Background: an optimization exercise with open tools, aiming at small area. Do not read the settings as production practice.
In this exercise RTL edits were held to simulation tests only and were not proved equivalent to the original.
No activity file was given, so power comes from the tool's default toggle rates.

==> flow/design.v (excerpt) <==
module uart_codec
    (    input 	btnl,  
    input 	clk,   
    input 	btnr,  
    input 	btnd,  
    input 	[15:0] sw,
    input	rxsd,rxck,
    output  reg txck,
    output  txsd,
    output	[6:0] seg,
    output  dp,
    output	[3:0] an,
    output 	reg [15:0] led
    );
Settings: LEC_CHECK=0, CAP_MARGIN=20, CORE_MARGIN=2, CORE_UTILIZATION=60, PLACE_DENSITY=0.7, SLEW_MARGIN=20; clock period 10.0 ns.
standard.sh (not shown) runs the stock make flow with config.mk's settings and CLKGATE_MAP_FILE= SYNTH_SCRIPT=/design/flow/synth_recipe.tcl, a recipe that flattens the netlist after the stock synthesis.
==> flow/flow/run.sh <==
#!/bin/bash
# The standard layout (standard.sh), with three changes:
#  - synthesis maps combinational logic with an area-oriented ABC script
#    (flow/my_synth.tcl; otherwise the standard synthesis script),
#  - every port is buffered with the smallest buffer, sky130_fd_sc_hd__buf_1,
#  - clock tree synthesis inserts no dummy balancing loads.
# Output of the whole run goes to standard_flow.log; each tool's own log is
# under orfs/logs/.
set -euo pipefail
bash standard.sh finish \
  "SYNTH_SCRIPT=$PWD/flow/my_synth.tcl" \
  "BUFFER_PORTS_ARGS=-buffer_cell sky130_fd_sc_hd__buf_1" \
  "CTS_ARGS=${CTS_ARGS_OVERRIDE:--sink_clustering_enable -repair_clock_nets -dont_use_dummy_load -buf_list sky130_fd_sc_hd__clkbuf_4 -sink_buffer_max_cap_derate 0.7}" \
  > standard_flow.log 2>&1
==> flow/flow/my_synth.tcl <==
# synth_recipe.tcl (the standard synthesis) with one change: the combinational
# mapping uses an area-oriented ABC script. Flip-flop mapping is unchanged.
proc synth {args} { yosys synth -nofsm -noshare {*}$args }
proc abc {args} {
  set out {}
  set skip 0
  foreach a $args {
    if {$skip} { set skip 0; continue }
    if {$a in {-script -D -constr}} { set skip 1; continue }
    lappend out $a
  }
  yosys abc -script "+strash;dc2;dch,-f;amap" {*}$out
}
source $::env(SCRIPTS_DIR)/synth.tcl
# left out here: clear keep_hierarchy, flatten, clean up, hide names made inside functions, write 1_2_yosys.v
Then changed:
--- a/flow/flow/run.sh
+++ b/flow/flow/run.sh
@@ -11,4 +11,4 @@
   "SYNTH_SCRIPT=$PWD/flow/my_synth.tcl" \
   "BUFFER_PORTS_ARGS=-buffer_cell sky130_fd_sc_hd__buf_1" \
-  "CTS_ARGS=${CTS_ARGS_OVERRIDE:--sink_clustering_enable -repair_clock_nets -dont_use_dummy_load -buf_list sky130_fd_sc_hd__clkbuf_4 -sink_buffer_max_cap_derate 0.7}" \
+  "CTS_ARGS=${CTS_ARGS_OVERRIDE:--sink_clustering_enable -repair_clock_nets -dont_use_dummy_load -buf_list sky130_fd_sc_hd__clkbuf_4 sky130_fd_sc_hd__clkbuf_8}" \
   > standard_flow.log 2>&1
Now the flow never finished: it broke off in clock tree synthesis (4_1_cts), error STA-0564.
Synthesized cell count stays the same.
Area after synthesis stays the same.
Then changed:
--- a/flow/flow/run.sh
+++ b/flow/flow/run.sh
@@ -11,4 +11,4 @@
   "SYNTH_SCRIPT=$PWD/flow/my_synth.tcl" \
   "BUFFER_PORTS_ARGS=-buffer_cell sky130_fd_sc_hd__buf_1" \
-  "CTS_ARGS=${CTS_ARGS_OVERRIDE:--sink_clustering_enable -repair_clock_nets -dont_use_dummy_load -buf_list sky130_fd_sc_hd__clkbuf_4 sky130_fd_sc_hd__clkbuf_8}" \
+  "CTS_ARGS=-sink_clustering_enable -repair_clock_nets -dont_use_dummy_load -buf_list sky130_fd_sc_hd__clkbuf_4 -sink_buffer_max_cap_derate 0.7" \
   > standard_flow.log 2>&1
--- a/flow/flow/my_synth.tcl
+++ b/flow/flow/my_synth.tcl
@@ -10,5 +10,5 @@
     lappend out $a
   }
-  yosys abc -script "+strash;dc2;dch,-f;amap" {*}$out
+  yosys abc -script "+strash;dc2;dch,-f;amap;strash;dc2;dch,-f;amap" {*}$out
 }
 source $::env(SCRIPTS_DIR)/synth.tcl
=> This time the run finished with timing, DRC and antenna clean; area after synthesis drops by about 0.8%; synthesized cell count fell by 7.2%.

* * *

## job 205
Another version of the RTL of uart_codec (not shown whole).
Size: ~460 cells after synthesis, roughly 52 I/O pins.
export LEC_CHECK = 0
export CAP_MARGIN = 20
export CORE_MARGIN = 2
export CORE_UTILIZATION = 60
export PLACE_DENSITY = 0.7
export SLEW_MARGIN = 20
create_clock -name core_clock -period 10.0 [get_ports {clk}]
==> flow/flow/run.sh <==
#!/bin/bash
# The standard layout (standard.sh), with three changes:
#  - synthesis maps combinational logic for area (no adder cells, an
#    area-oriented ABC script)
#    (flow/my_synth.tcl; otherwise the standard synthesis script),
#  - every port is buffered with the smallest buffer, sky130_fd_sc_hd__buf_1,
#  - clock tree synthesis inserts no dummy balancing loads.
# Output of the whole run goes to standard_flow.log; each tool's own log is
# under orfs/logs/.
set -euo pipefail
bash standard.sh finish \
  "SYNTH_SCRIPT=$PWD/flow/my_synth.tcl" \
  "BUFFER_PORTS_ARGS=-buffer_cell sky130_fd_sc_hd__buf_1" \
  "CTS_ARGS=-sink_clustering_enable -repair_clock_nets -dont_use_dummy_load -buf_list sky130_fd_sc_hd__clkbuf_4 -sink_buffer_max_cap_derate 0.3" \
  > standard_flow.log 2>&1
==> flow/flow/my_synth.tcl <==
# synth_recipe.tcl (the standard synthesis) with area-oriented changes to the
# combinational mapping only; flip-flop mapping, names and flattening are as in
# the standard synthesis:
#  - adders are left to ABC instead of being mapped to half/full adder cells
#    (no ADDER_MAP_FILE, no Kogge-Stone carry map),
#  - ABC maps with an area-oriented script.
proc synth {args} { yosys synth -nofsm -noshare {*}$args }
proc abc {args} {
  set out {}
  set skip 0
  foreach a $args {
    if {$skip} { set skip 0; continue }
    if {$a in {-script -D -constr}} { set skip 1; continue }
    lappend out $a
  }
  yosys abc -script "+strash;dc2;dch,-f;amap;strash;dc2;dch,-f;amap" {*}$out
}
set ::env(ADDER_MAP_FILE) ""
set ::env(SYNTH_OPERATIONS_ARGS) "-noshare"
source $::env(SCRIPTS_DIR)/synth.tcl
# left out here: clear keep_hierarchy, flatten, clean up, hide names made inside functions, write 1_2_yosys.v
Job 205 | status: complete | timing, DRC, antenna: pass
For job 9634, these inputs were changed with respect to job 205:
diff --git a/flow/flow/run.sh b/flow/flow/run.sh
--- a/flow/flow/run.sh
+++ b/flow/flow/run.sh
@@ -13,3 +13,3 @@
   "BUFFER_PORTS_ARGS=-buffer_cell sky130_fd_sc_hd__buf_1" \
-  "CTS_ARGS=-sink_clustering_enable -repair_clock_nets -dont_use_dummy_load -buf_list sky130_fd_sc_hd__clkbuf_4 -sink_buffer_max_cap_derate 0.3" \
+  "CTS_ARGS=-sink_clustering_enable -repair_clock_nets -dont_use_dummy_load -buf_list sky130_fd_sc_hd__clkbuf_4 -sink_buffer_max_cap_derate 0.5" \
   > standard_flow.log 2>&1
## What came out
Job 9634 finished every step from synthesis to the final layout, and the layout passed the timing, design-rule and antenna checks. As far as final hold violation count goes, job 9634 and job 205 are indistinguishable; the numbers are identical. Comparing job 9634 against job 205, there is no change at all in width of the chip. Reported for job 205 and job 9634, final routed wirelength across all metal layers turned out identical to the last digit. From job 205 to job 9634, critical path depth did not move at all. Summary of job 9634 over job 205: number of rows in the core area held, die area comparable.
Input changes introduced in job 8930 (baseline for comparison: job 9634):
diff --git a/flow/flow/run.sh b/flow/flow/run.sh
--- a/flow/flow/run.sh
+++ b/flow/flow/run.sh
@@ -13,3 +13,3 @@
   "BUFFER_PORTS_ARGS=-buffer_cell sky130_fd_sc_hd__buf_1" \
-  "CTS_ARGS=-sink_clustering_enable -repair_clock_nets -dont_use_dummy_load -buf_list sky130_fd_sc_hd__clkbuf_4 -sink_buffer_max_cap_derate 0.5" \
+  "CTS_ARGS=-sink_clustering_enable -repair_clock_nets -dont_use_dummy_load -buf_list sky130_fd_sc_hd__clkbuf_8 -sink_clustering_size 40 -sink_clustering_max_diameter 300 -sink_clustering_levels 1" \
   > standard_flow.log 2>&1
==> summary.txt <==
- In the metrics for job 9634 and job 8930, the one carrying the higher share of cell area taken by multi-input logic gates is job 9634.
- In the tables for job 9634 and job 8930, met3 routed wirelength reads higher with job 8930.
- The via count of job 9634 and that of job 8930 are within noise of each other.
- Relative to job 9634, first-pass GRT wire length increased by about 1% in job 8930.
- Taking job 9634 as the reference point, the final period demand of the worst path of job 8930 falls by 68 ps.
The inputs of job 9674 differ from those of job 8930 as listed below.
diff --git a/flow/flow/run.sh b/flow/flow/run.sh
--- a/flow/flow/run.sh
+++ b/flow/flow/run.sh
@@ -13,3 +13,3 @@
   "BUFFER_PORTS_ARGS=-buffer_cell sky130_fd_sc_hd__buf_1" \
-  "CTS_ARGS=-sink_clustering_enable -repair_clock_nets -dont_use_dummy_load -buf_list sky130_fd_sc_hd__clkbuf_8 -sink_clustering_size 40 -sink_clustering_max_diameter 300 -sink_clustering_levels 1" \
+  "CTS_ARGS=-sink_clustering_enable -repair_clock_nets -dont_use_dummy_load -buf_list sky130_fd_sc_hd__clkbuf_4 -sink_buffer_max_cap_derate 0.5" \
   > standard_flow.log 2>&1
diff --git a/flow/flow/my_synth.tcl b/flow/flow/my_synth.tcl
--- a/flow/flow/my_synth.tcl
+++ b/flow/flow/my_synth.tcl
@@ -5,3 +5,4 @@
 #    (no ADDER_MAP_FILE, no Kogge-Stone carry map),
-#  - ABC maps with an area-oriented script.
+#  - ABC maps with an area-oriented script (deepsyn AIG optimisation with a
+#    fixed no-improvement limit, so the result is deterministic, then amap).
 proc synth {args} { yosys synth -nofsm -noshare {*}$args }
@@ -15,3 +16,3 @@
   }
-  yosys abc -script "+strash;dc2;dch,-f;amap;strash;dc2;dch,-f;amap" {*}$out
+  yosys abc -script "+strash;&get,-n;&deepsyn,-J,500;&put;dch,-f;amap;strash;dc2;dch,-f;amap" {*}$out
 }
Summary of job 9674 over job 8930: placed cell count decreased 27; area after synthesis now sits lower; wire length went down by 4.3%; global routing usage on met2 shows an increase of 0.73 points; number of multi-input combinational cells in the layout went down by 8.1%.
Looking at pin slew with the least headroom to its limit across job 9674 and job 8930, the one that comes out lower is job 8930.
Job 9674: all stages complete, timing, DRC and antenna checks passed

* * *

uart_codec again, from the RTL that the note above started with.
## uart_codec
module uart_codec
    (    input 	btnl,  
    input 	clk,   
    input 	btnr,  
    input 	btnd,  
    input 	[15:0] sw,
    input	rxsd,rxck,
    output  reg txck,
    output  txsd,
    output	[6:0] seg,
    output  dp,
    output	[3:0] an,
    output 	reg [15:0] led
    );
==> flow/config.mk <==
export PLATFORM = sky130hd
export DESIGN_NAME = uart_codec
export DESIGN_NICKNAME = uart_codec
export VERILOG_FILES = /design/flow/design.v
export SDC_FILE = /design/flow/constraint.sdc
export NUM_CORES = 4
export LEC_CHECK = 0
export CAP_MARGIN = 20
export CORE_MARGIN = 2
export CORE_UTILIZATION = 60
export PLACE_DENSITY = 0.7
export SLEW_MARGIN = 20
==> flow/constraint.sdc <==
create_clock -name core_clock -period 10.0 [get_ports {clk}]
set_input_delay 2.0000 -clock core_clock [delete_from_list [all_inputs] [get_ports {clk}]]
set_output_delay 2.0000 -clock core_clock [all_outputs]
set_load 0.01 [all_outputs]
==> flow/flow/run.sh <==
#!/bin/bash
# The standard layout (standard.sh), with three changes:
#  - synthesis maps combinational logic for area (no adder cells, an
#    area-oriented ABC script)
#    (flow/my_synth.tcl; otherwise the standard synthesis script),
#  - every port is buffered with the smallest buffer, sky130_fd_sc_hd__buf_1,
#  - clock tree synthesis inserts no dummy balancing loads.
# Output of the whole run goes to standard_flow.log; each tool's own log is
# under orfs/logs/.
set -euo pipefail
bash standard.sh finish \
  "SYNTH_SCRIPT=$PWD/flow/my_synth.tcl" \
  "BUFFER_PORTS_ARGS=-buffer_cell sky130_fd_sc_hd__buf_1" \
  "CTS_ARGS=-sink_clustering_enable -repair_clock_nets -dont_use_dummy_load -buf_list sky130_fd_sc_hd__clkbuf_8" \
  > standard_flow.log 2>&1
==> flow/flow/my_synth.tcl <==
# synth_recipe.tcl (the standard synthesis) with area-oriented changes to the
# combinational mapping only; flip-flop mapping, names and flattening are as in
# the standard synthesis:
#  - adders are left to ABC instead of being mapped to half/full adder cells
#    (no ADDER_MAP_FILE, no Kogge-Stone carry map),
#  - ABC maps with an area-oriented script.
proc synth {args} { yosys synth -nofsm -noshare {*}$args }
proc abc {args} {
  set out {}
  set skip 0
  foreach a $args {
    if {$skip} { set skip 0; continue }
    if {$a in {-script -D -constr}} { set skip 1; continue }
    lappend out $a
  }
  yosys abc -script "+strash;dc2;dch,-f;amap;strash;dc2;dch,-f;amap" {*}$out
}
set ::env(ADDER_MAP_FILE) ""
set ::env(SYNTH_OPERATIONS_ARGS) "-noshare"
source $::env(SCRIPTS_DIR)/synth.tcl
# left out here: clear keep_hierarchy, flatten, clean up, hide names made inside functions, write 1_2_yosys.v
==> next run, changes <==
--- a/flow/flow/run.sh
+++ b/flow/flow/run.sh
@@ -12,4 +12,4 @@
   "SYNTH_SCRIPT=$PWD/flow/my_synth.tcl" \
   "BUFFER_PORTS_ARGS=-buffer_cell sky130_fd_sc_hd__buf_1" \
-  "CTS_ARGS=-sink_clustering_enable -repair_clock_nets -dont_use_dummy_load -buf_list sky130_fd_sc_hd__clkbuf_8" \
+  "CTS_ARGS=-sink_clustering_enable -repair_clock_nets -dont_use_dummy_load -buf_list sky130_fd_sc_hd__clkbuf_4 -sink_buffer_max_cap_derate 0.5" \
   > standard_flow.log 2>&1
--- a/flow/flow/my_synth.tcl
+++ b/flow/flow/my_synth.tcl
@@ -4,5 +4,6 @@
 #  - adders are left to ABC instead of being mapped to half/full adder cells
 #    (no ADDER_MAP_FILE, no Kogge-Stone carry map),
-#  - ABC maps with an area-oriented script.
+#  - ABC maps with an area-oriented script (deepsyn AIG optimisation with a
+#    fixed no-improvement limit, so the result is deterministic, then amap).
 proc synth {args} { yosys synth -nofsm -noshare {*}$args }
 proc abc {args} {
@@ -14,5 +15,5 @@
     lappend out $a
   }
-  yosys abc -script "+strash;dc2;dch,-f;amap;strash;dc2;dch,-f;amap" {*}$out
+  yosys abc -script "+strash;&get,-n;&deepsyn,-J,500;&put;dch,-f;amap,-F,4,-A,10;strash;dc2;dch,-f;amap,-F,4,-A,10" {*}$out
 }
 set ::env(ADDER_MAP_FILE) ""
=>
- global-route usage decreases by 0.91 points
- clock power decreases by about 30%
- hold slack is about the same
- cell area is lower by 4.6%
- utilization shrinks by 2.1 points
- clock skew came out higher by 0.011 ns
- die area went down by 2.8%
- via count shrinks by 6.3%
- final cell count falls by 6.5%
- first-iteration DRC count came out lower by about 11%
- critical path depth does not change
==> next run, changes <==
--- a/flow/flow/run.sh
+++ b/flow/flow/run.sh
@@ -12,4 +12,4 @@
   "SYNTH_SCRIPT=$PWD/flow/my_synth.tcl" \
   "BUFFER_PORTS_ARGS=-buffer_cell sky130_fd_sc_hd__buf_1" \
-  "CTS_ARGS=-sink_clustering_enable -repair_clock_nets -dont_use_dummy_load -buf_list sky130_fd_sc_hd__clkbuf_4 -sink_buffer_max_cap_derate 0.5" \
+  "CTS_ARGS=-sink_clustering_enable -repair_clock_nets -dont_use_dummy_load -buf_list sky130_fd_sc_hd__clkbuf_16 -sink_clustering_size 40 -sink_clustering_max_diameter 300" \
   > standard_flow.log 2>&1
--- a/flow/flow/my_synth.tcl
+++ b/flow/flow/my_synth.tcl
@@ -4,6 +4,5 @@
 #  - adders are left to ABC instead of being mapped to half/full adder cells
 #    (no ADDER_MAP_FILE, no Kogge-Stone carry map),
-#  - ABC maps with an area-oriented script (deepsyn AIG optimisation with a
-#    fixed no-improvement limit, so the result is deterministic, then amap).
+#  - ABC maps with an area-oriented script.
 proc synth {args} { yosys synth -nofsm -noshare {*}$args }
 proc abc {args} {
@@ -15,5 +14,5 @@
     lappend out $a
   }
-  yosys abc -script "+strash;&get,-n;&deepsyn,-J,500;&put;dch,-f;amap,-F,4,-A,10;strash;dc2;dch,-f;amap,-F,4,-A,10" {*}$out
+  yosys abc -script "+strash;dc2;dch,-f;amap;strash;dc2;dch,-f;amap" {*}$out
 }
 set ::env(ADDER_MAP_FILE) ""
Outcome:
- The new run finished with timing, DRC and antenna clean
- final cell count is higher by 6.9%
- register-to-register slack improved by 0.03 ns
- sequential power came out higher by 5.8%
- worst setup slack gets better by 0.0033 ns
- global-route usage rose by 2.7 points
- count of clock-buffer cells in the layout does not change
- utilization came out higher by 4.6 points
- non-clock buffer count is unchanged

==> port drivers added, routing unchanged <==
The flow's constraints put no driver on any port. The routed layouts listed below were extracted and timed again, unchanged, in two steps. Step 1: set_driving_cell puts a clkbuf_16 on clk and a buf_2 on each other input, an assumption about the parent block. Step 2 times the ports against the registers' clock, not the clock port: input delays grow and output delays shrink by t, the midpoint of the rising clock arrivals with the driver on. Three values: ideal, step 1, step 2; two values: the first two.
run	t (ns)	setup slack, ns	pins driven straight from the clock port
the first run of note 1	0.506	6.077 / 6.047 / 6.500	1
the third run of note 1	0.494	6.038 / 6.007 / 6.501	1
job 205	0.488	6.005 / 5.977 / 5.873	1
job 9634	0.488	6.005 / 5.977 / 5.873	1
job 8930	0.428	6.073 / 6.043 / 5.897	1
job 9674	0.503	5.899 / 5.871 / 6.374	1
the first run of note 3	0.428	6.073 / 6.043 / 5.897	1
the second run of note 3	0.499	6.039 / 6.015 / 6.514	1
the third run of note 3	0.425	6.043 / 6.007 / 5.898	1
After both steps setup and hold are still met in every run listed.
